What follows belongs to an exercise in optimizing a design on an open flow for small area and a short achievable clock period; a production flow would make more cautious choices.
Function was checked by simulation only, so behaviour that the tests miss may differ from the original.
No activity file was given, so power comes from the tool's default toggle rates.

==> flow/design.v (excerpt) <==
module OE_Sort #(
    parameter BIT_WIDTH = 8,
    parameter N = 16
    )
(
    input clk,
    input rst,
    input in_valid,
    input [BIT_WIDTH*N-1:0] list,
    output out_valid,
    output [BIT_WIDTH*N-1:0] sorted_list
    );
Size: ~6,100 cells after synthesis, roughly 260 I/O pins.
==> flow/config.mk <==
export PLATFORM = sky130hd
export DESIGN_NAME = OE_Sort
export DESIGN_NICKNAME = OE_Sort
export VERILOG_FILES = /design/flow/design.v
export SDC_FILE = /design/flow/constraint.sdc
export NUM_CORES = 4
export LEC_CHECK = 0
export ABC_AREA = 1
export CAP_MARGIN = 20
export CORE_MARGIN = 2
export CORE_UTILIZATION = 80
export CTS_CLUSTER_DIAMETER = 80
export CTS_CLUSTER_SIZE = 30
export SETUP_SLACK_MARGIN = 0.8
export SLEW_MARGIN = 20
==> flow/constraint.sdc <==
create_clock -name core_clock -period 2.5 [get_ports {clk}]
set_input_delay 0.5000 -clock core_clock [delete_from_list [all_inputs] [get_ports {clk}]]
set_output_delay 0.5000 -clock core_clock [all_outputs]
set_load 0.01 [all_outputs]
standard.sh (not shown) runs the stock make flow with config.mk's settings and CLKGATE_MAP_FILE= SYNTH_SCRIPT=/design/flow/synth_recipe.tcl, a recipe that flattens the netlist after the stock synthesis.
==> flow/flow/run.sh <==
#!/bin/bash
# The standard layout (the standard.sh, ORFS from synthesis to finish), except that
# buffer_ports gives every input and output port a sky130_fd_sc_hd__buf_1 instead of the
# delay buffer (clkdlybuf4s50_1) it picks by default. Each ORFS step keeps its own log under
# orfs/logs/; make's full output goes to standard.log here.
set -euo pipefail
export BUFFER_PORTS_ARGS="-buffer_cell sky130_fd_sc_hd__buf_1"
bash standard.sh finish > standard.log 2>&1
The baseline finished clean.
==> next run, changes <==
- CORE_UTILIZATION: 80 -> 65
- SETUP_SLACK_MARGIN: 0.8 -> 0.9
Clock-buffer cell count grows by 4.
Die area climbs by 23%.
Routed wire length shrinks by 9.0%.
==> next run, changes <==
- CTS_CLUSTER_DIAMETER: 80 -> 60
- CTS_CLUSTER_SIZE: 30 -> 20
- SETUP_SLACK_MARGIN: 0.9 -> 0.8
Effect: Combinational power shrinks by 7.5%; worst setup slack degrades by 0.067 ns; sequential share of layout area rose by 0.31 points; power increases by 0.92%; worst hold slack improved by 0.012 ns; final cell count falls by 0.52%; wire length drops by 0.80%; cell area is lower by 1.0%; maximum frequency decreases by 4.0%.

========
Starting RTL as in the previous note.
clock: 2.5 ns
lec_check: 0
abc_area: 1
cap_margin: 20
core_margin: 2
core_utilization: 65
cts_cluster_diameter: 80
cts_cluster_size: 30
setup_slack_margin: 0.8
slew_margin: 20
Scripts as last shown in full above: flow/flow/run.sh
Edit:
==> flow/flow/run.sh (replaced) <==
#!/bin/bash
# The standard layout (the standard.sh, ORFS from synthesis to finish), except that
# buffer_ports gives every input and output port a sky130_fd_sc_hd__buf_2 instead of the
# delay buffer (clkdlybuf4s50_1) it picks by default. Each ORFS step keeps its own log under
# orfs/logs/; make's full output goes to standard.log here.
set -euo pipefail
export BUFFER_PORTS_ARGS="-buffer_cell sky130_fd_sc_hd__buf_2"
bash standard.sh finish > standard.log 2>&1
The changed run finished with timing, DRC and antenna clean. Count of clock-buffer cells in the layout is lower by 1. Total power is higher by about 0.6%. Via count is higher by 0.34%. Critical path depth is higher by 5. Worst setup slack got worse by 43 ps. Design area is higher by 0.75%. First-iteration DRC count is higher by 5.4%. Cell count barely changes. Synthesized cell count is unchanged. Sequential share of layout area is lower by 0.36 points.
Edit:
==> flow/run.sh (new file) <==
#!/bin/bash
# synth_recipe.tcl (not shown) runs the flow's synth.tcl, then flattens the netlist and writes it again
# the make line also repeats each setting of config.mk as NAME=value (left out here)
make -C /OpenROAD-flow-scripts/flow DESIGN_CONFIG=/design/flow/config.mk WORK_HOME=/design/flow/orfs CLKGATE_MAP_FILE= SYNTH_SCRIPT=/design/flow/synth_recipe.tcl finish
removed: flow/flow/run.sh
removed: flow/standard.sh
The changed run completed without violations.
Power goes up by 0.46%.
Clock skew goes up by 5.8 ps.
Cell count is about the same.
Utilization rises by 1.2 points.
Critical path depth increases by 1.
Final area climbs by 1.7%.
Synthesized cell count is unchanged.
Edit:
==> flow/flow/run.sh (new file) <==
#!/bin/bash
# The standard layout (the standard.sh, ORFS from synthesis to finish), except that
# buffer_ports gives every input and output port a sky130_fd_sc_hd__buf_1 instead of the
# delay buffer (clkdlybuf4s50_1) it picks by default. Each ORFS step keeps its own log under
# orfs/logs/; make's full output goes to standard.log here.
set -euo pipefail
export BUFFER_PORTS_ARGS="-buffer_cell sky130_fd_sc_hd__buf_1"
bash standard.sh finish > standard.log 2>&1
==> flow/standard.sh (new file) <==
#!/bin/bash
# synth_recipe.tcl (not shown) runs the flow's synth.tcl, then flattens the netlist and writes it again
# the make line also repeats each setting of config.mk as NAME=value (left out here)
make -C /OpenROAD-flow-scripts/flow DESIGN_CONFIG=/design/flow/config.mk WORK_HOME=/design/flow/orfs CLKGATE_MAP_FILE= SYNTH_SCRIPT=/design/flow/synth_recipe.tcl "${@:-finish}"
Settings changed: SETUP_SLACK_MARGIN 0.8 to 0.85.
removed: flow/run.sh
The new run produced a clean layout.
Register-to-register slack improves by 50 ps.
Routed wire length decreases slightly.
Core utilization came out lower by 0.91 points.
Total power hardly moves.
Global-route usage came out lower by 0.35 points.
Cell count grows slightly.
Die area is unchanged.
Area after synthesis is unchanged.
Sequential share of layout area climbs by 0.53 points.
Maximum frequency grows by a few percent.
First-iteration DRC count is lower by a few percent.

[afterwards: timing with drivers on the ports]
Ports are ideal in the flow. The routed layouts listed here were re-timed in OpenROAD.
Step 1, drivers: a clkbuf_16 drives clk and a buf_2 each remaining input, both assumed.
Step 2 times the ports against the registers' clock, not the clock port: input delays grow and output delays shrink by t, the midpoint of the rising clock arrivals with the driver on.
Slacks: no drivers / after step 1 / after step 2; pairs: no drivers / after step 1.
| run | t, ns | setup WS [ns] | hold slack, ns | worst register clock-pin slew, ns | worst data-port slew with drivers (ns) |
|---|---|---|---|---|---|
| the first run of note 1 | 0.696 | 0.777 / 0.768 / 0.490 | 0.036 / -0.009 / 0.333 | 0.12 / 0.12 | 0.06 |
| the second run of note 1 | 0.706 | 0.887 / 0.818 / 0.496 | 0.043 / 0.008 / 0.316 | 0.11 / 0.11 | 0.05 |
| the third run of note 1 | 0.700 | 0.819 / 0.792 / 0.513 | 0.055 / 0.019 / 0.324 | 0.08 / 0.08 | 0.05 |
| the first run of note 2 | 0.706 | 0.865 / 0.796 / 0.495 | 0.044 / 0.007 / 0.321 | 0.11 / 0.11 | 0.05 |
| the second run of note 2 | 0.697 | 0.823 / 0.823 / 0.550 | 0.072 / 0.029 / 0.330 | 0.11 / 0.11 | 0.05 |
| the third run of note 2 | 0.699 | 0.820 / 0.770 / 0.280 | 0.330 / 0.330 / 0.330 | 0.11 / 0.11 | 0.06 |
| the fourth run of note 2 | 0.708 | 0.873 / 0.817 / 0.490 | 0.039 / 0.002 / 0.322 | 0.11 / 0.11 | 0.05 |
After both steps every run listed still meets setup and hold. For the third run of note 2, which loses most, drivers alone change the setup slack by -0.050 ns; drivers and shift together by -0.540 ns.
